Context: an optimization exercise on an open-source flow, tuned for small area. The choices shown serve that exercise and are no tape-out recipe. Only simulation tests tie the RTL to the original design; equivalence was not proved. Power and IR drop assume default switching activity.

==> flow/design.v (excerpt) <==
module tes_mux_sseg_counter4_up(
  input clk,
  input [3:0] btn,
  input reset,
  output [3:0] led,
  output [7:0] sseg,
  output [3:0] en_dig
);
Settings: LEC_CHECK=0, CAP_MARGIN=20, CORE_MARGIN=2, CORE_UTILIZATION=70, GPL_TIMING_DRIVEN=0, PLACE_DENSITY=0.8, SLEW_MARGIN=20; clock period 10.0 ns.
standard.sh (not shown) runs the stock make flow with config.mk's settings and CLKGATE_MAP_FILE= SYNTH_SCRIPT=/design/flow/synth_recipe.tcl, a recipe that flattens the netlist after the stock synthesis.
==> flow/flow/run.sh <==
#!/bin/bash
# Layout flow: the standard flow (standard.sh, standard synthesis) with
#  - the synthesized netlist's combinational logic re-mapped by ABC with a
#    stronger area script (flow/resynth.tcl, flow/abc_area.script.in), run
#    from eight random seeds, keeping the smallest result; registers, their
#    names and cell types are kept exactly as the standard synthesis made
#    them,
#  - clock tree synthesis without dummy loads,
#  - minimum-size buffers on the ports.
# Each tool's output goes to a log file in this folder (and ORFS's own logs
# under orfs/logs).
set -euo pipefail
W=$(pwd)
R=$W/orfs/results/$FLOW_PLATFORM/tes_mux_sseg_counter4_up/base
CTS="-sink_clustering_enable -repair_clock_nets -dont_use_dummy_load -buf_list sky130_fd_sc_hd__clkbuf_4"
MK=("CTS_ARGS=$CTS" "BUFFER_PORTS_ARGS=-buffer_cell sky130_fd_sc_hd__buf_1")

bash standard.sh "${MK[@]}" synth > standard_synth.log 2>&1
cp $R/1_2_yosys.v $W/standard_1_2_yosys.v

export RS_LIB=$FLOW_HOME/platforms/$FLOW_PLATFORM/lib/sky130_fd_sc_hd__tt_025C_1v80.lib
export RS_TOP=$FLOW_TOP
export RS_DONT_USE="$(cat $W/flow/dont_use.txt)"
export RS_IN=$W/standard_1_2_yosys.v
for batch in "1 2 3 4" "5 6 7 8"; do
  for s in $batch; do
    sed "s/SEED/$s/" $W/flow/abc_area.script.in > $W/abc_area_$s.script
    RS_SCRIPT=$W/abc_area_$s.script RS_OUT=$W/resynth_$s.v RS_STAT=$W/resynth_stat_$s.txt \
      yosys -c $W/flow/resynth.tcl > $W/resynth_$s.log 2>&1 &
  done
  wait
done
best=""; best_area=""
for s in 1 2 3 4 5 6 7 8; do
  a=$(awk '/Chip area for module/ {print $NF}' $W/resynth_stat_$s.txt 2>/dev/null || true)
  # keep only netlists with the standard synthesis's registers and no assigns
  nreg_std=$(grep -cE '^ *sky130_fd_sc_hd__e?df' $W/standard_1_2_yosys.v || true)
  nreg=$(grep -cE '^ *sky130_fd_sc_hd__e?df' $W/resynth_$s.v 2>/dev/null || true)
  if [[ "$nreg" != "$nreg_std" ]] || grep -q '^ *assign' $W/resynth_$s.v 2>/dev/null; then a=""; fi
  echo "seed $s: ${a:-failed}" >> $W/resynth_summary.txt
  if [[ -n "$a" ]] && { [[ -z "$best_area" ]] || awk -v x="$a" -v y="$best_area" 'BEGIN{exit !(x<y)}'; }; then
    best=$s; best_area=$a
  fi
done
echo "best: seed $best, $best_area" >> $W/resynth_summary.txt

if [[ -n "$best" ]]; then
  cp $W/resynth_$best.v $R/1_2_yosys.v
  rm -f $R/1_synth.odb $R/1_synth.sdc
fi
bash standard.sh "${MK[@]}" finish > standard.log 2>&1
==> flow/flow/abc_area.script.in <==
&get -n
&deepsyn -J 2000 -T 1200 -S SEED
&dch -f
&nf -R 1000 -p
&put
&get -n
&dch -f
&nf -R 1000 -p
&put
topo
==> flow/flow/resynth.tcl <==
# Re-map the combinational logic of the standard synthesis netlist with a
# stronger ABC area script.  Registers are kept as they are (same instances,
# names and cell types): their cell models are black boxes here, every other
# cell is flattened into its logic function and mapped again.
yosys -import
set lib $::env(RS_LIB)
read_liberty -ignore_miss_func $lib
read_verilog -sv $::env(RS_IN)
hierarchy -top $::env(RS_TOP)
blackbox sky130_fd_sc_hd__df* sky130_fd_sc_hd__edf* sky130_fd_sc_hd__sdf* sky130_fd_sc_hd__sedf* sky130_fd_sc_hd__dl*
flatten
# names made by flattening the cell models (e.g. _123_.A) are internal
yosys rename -hide w:_*_.*
opt_clean -purge
opt -full
set du {}
foreach c $::env(RS_DONT_USE) { lappend du -dont_use $c }
abc -liberty $lib {*}$du -script $::env(RS_SCRIPT)
opt_clean -purge
hilomap -singleton -hicell sky130_fd_sc_hd__conb_1 HI -locell sky130_fd_sc_hd__conb_1 LO
splitnets
opt_clean -purge
tee -o $::env(RS_STAT) stat -liberty $lib
write_verilog -noattr -nohex -nodec $::env(RS_OUT)
Other scripts of this flow, unchanged in this note and not shown: flow/flow/dont_use.txt
Rerun with:
--- a/flow/flow/run.sh
+++ b/flow/flow/run.sh
@@ -36,4 +35,0 @@
-  # keep only netlists with the standard synthesis's registers and no assigns
-  nreg_std=$(grep -cE '^ *sky130_fd_sc_hd__e?df' $W/standard_1_2_yosys.v || true)
-  nreg=$(grep -cE '^ *sky130_fd_sc_hd__e?df' $W/resynth_$s.v 2>/dev/null || true)
-  if [[ "$nreg" != "$nreg_std" ]] || grep -q '^ *assign' $W/resynth_$s.v 2>/dev/null; then a=""; fi
==> flow/flow/abc_area.script.in (replaced) <==
&get -n
&deepsyn -J 2000 -T 1200 -S SEED
&dch -f
&nf -R 1000 -p
&put
topo
--- a/flow/flow/resynth.tcl
+++ b/flow/flow/resynth.tcl
@@ -2,3 +2,2 @@
-# stronger ABC area script.  Registers are kept as they are (same instances,
-# names and cell types): their cell models are black boxes here, every other
-# cell is flattened into its logic function and mapped again.
+# stronger ABC area script.  Registers (and tie cells) are kept as they are:
+# same instances, names and cell types.
@@ -10 +9 @@
-blackbox sky130_fd_sc_hd__df* sky130_fd_sc_hd__edf* sky130_fd_sc_hd__sdf* sky130_fd_sc_hd__sedf* sky130_fd_sc_hd__dl*
+blackbox sky130_fd_sc_hd__df* sky130_fd_sc_hd__edf* sky130_fd_sc_hd__sdf* sky130_fd_sc_hd__sedf* sky130_fd_sc_hd__dl* sky130_fd_sc_hd__conb_1
@@ -12,2 +10,0 @@
-# names made by flattening the cell models (e.g. _123_.A) are internal
-yosys rename -hide w:_*_.*
@@ -20,0 +18 @@
+insbuf -buf sky130_fd_sc_hd__buf_4 A X
After rerunning: The new run completed without violations; hold slack got worse by 0.015 ns; sequential power stays flat; sequential cell count stays the same; clock power stays flat.
Rerun with:
--- a/flow/flow/run.sh
+++ b/flow/flow/run.sh
@@ -5 +5 @@
-#    from eight random seeds, keeping the smallest result; registers, their
+#    from four random seeds, keeping the smallest result; registers, their
@@ -25,7 +25,4 @@
-for batch in "1 2 3 4" "5 6 7 8"; do
-  for s in $batch; do
-    sed "s/SEED/$s/" $W/flow/abc_area.script.in > $W/abc_area_$s.script
-    RS_SCRIPT=$W/abc_area_$s.script RS_OUT=$W/resynth_$s.v RS_STAT=$W/resynth_stat_$s.txt \
-      yosys -c $W/flow/resynth.tcl > $W/resynth_$s.log 2>&1 &
-  done
-  wait
+for s in 1 2 3 4; do
+  sed "s/SEED/$s/" $W/flow/abc_area.script.in > $W/abc_area_$s.script
+  RS_SCRIPT=$W/abc_area_$s.script RS_OUT=$W/resynth_$s.v RS_STAT=$W/resynth_stat_$s.txt \
+    yosys -c $W/flow/resynth.tcl > $W/resynth_$s.log 2>&1 &
@@ -32,0 +30 @@
+wait
@@ -34 +32 @@
-for s in 1 2 3 4 5 6 7 8; do
+for s in 1 2 3 4; do
==> flow/flow/abc_area.script.in (replaced) <==
&get -n
&deepsyn -J 1000 -T 900 -S SEED
&dch -f
&nf -R 1000 -p
&put
topo
GPL_TIMING_DRIVEN = unset   (was 0)
Effect: Wire length fell by 7.2%. Final cell count is about the same. Total power grows by 3.0%. Sequential share of layout area came out higher by 0.23 points. Sequential power climbs by about 2%. Worst hold slack gets better by 0.019 ns. Utilization came out lower by 0.77 points. Non-clock buffer count drops by 4. Clock power decreases by about 2%.

==> separate check: timing with driven ports <==
The flow's constraints put no driver on any port. The routed layouts listed below were extracted and timed again, unchanged, in two steps. Step 1 sets driving cells, clkbuf_16 on the clock port and buf_2 on the other inputs (assumed; they add their load-dependent delay and slew). Step 2 moves the port delays by t, midway between the first and last clock arrival at a register: inputs arrive t later, outputs are due t later. That takes back most of the time a late clock gives input paths. a / b / c = ideal / step 1 / step 2; a / b = the first two.
| run | shift t [ns] | setup slack, ns | worst setup path at the end |
|---|---|---|---|
| the first run | 0.516 | 5.266 / 5.239 / 5.754 | register to output |
| the second run | 0.519 | 5.240 / 5.214 / 5.733 | register to output |
| the third run | 0.480 | 5.169 / 5.140 / 5.619 | register to output |
After both steps setup and hold are still met in every run listed.
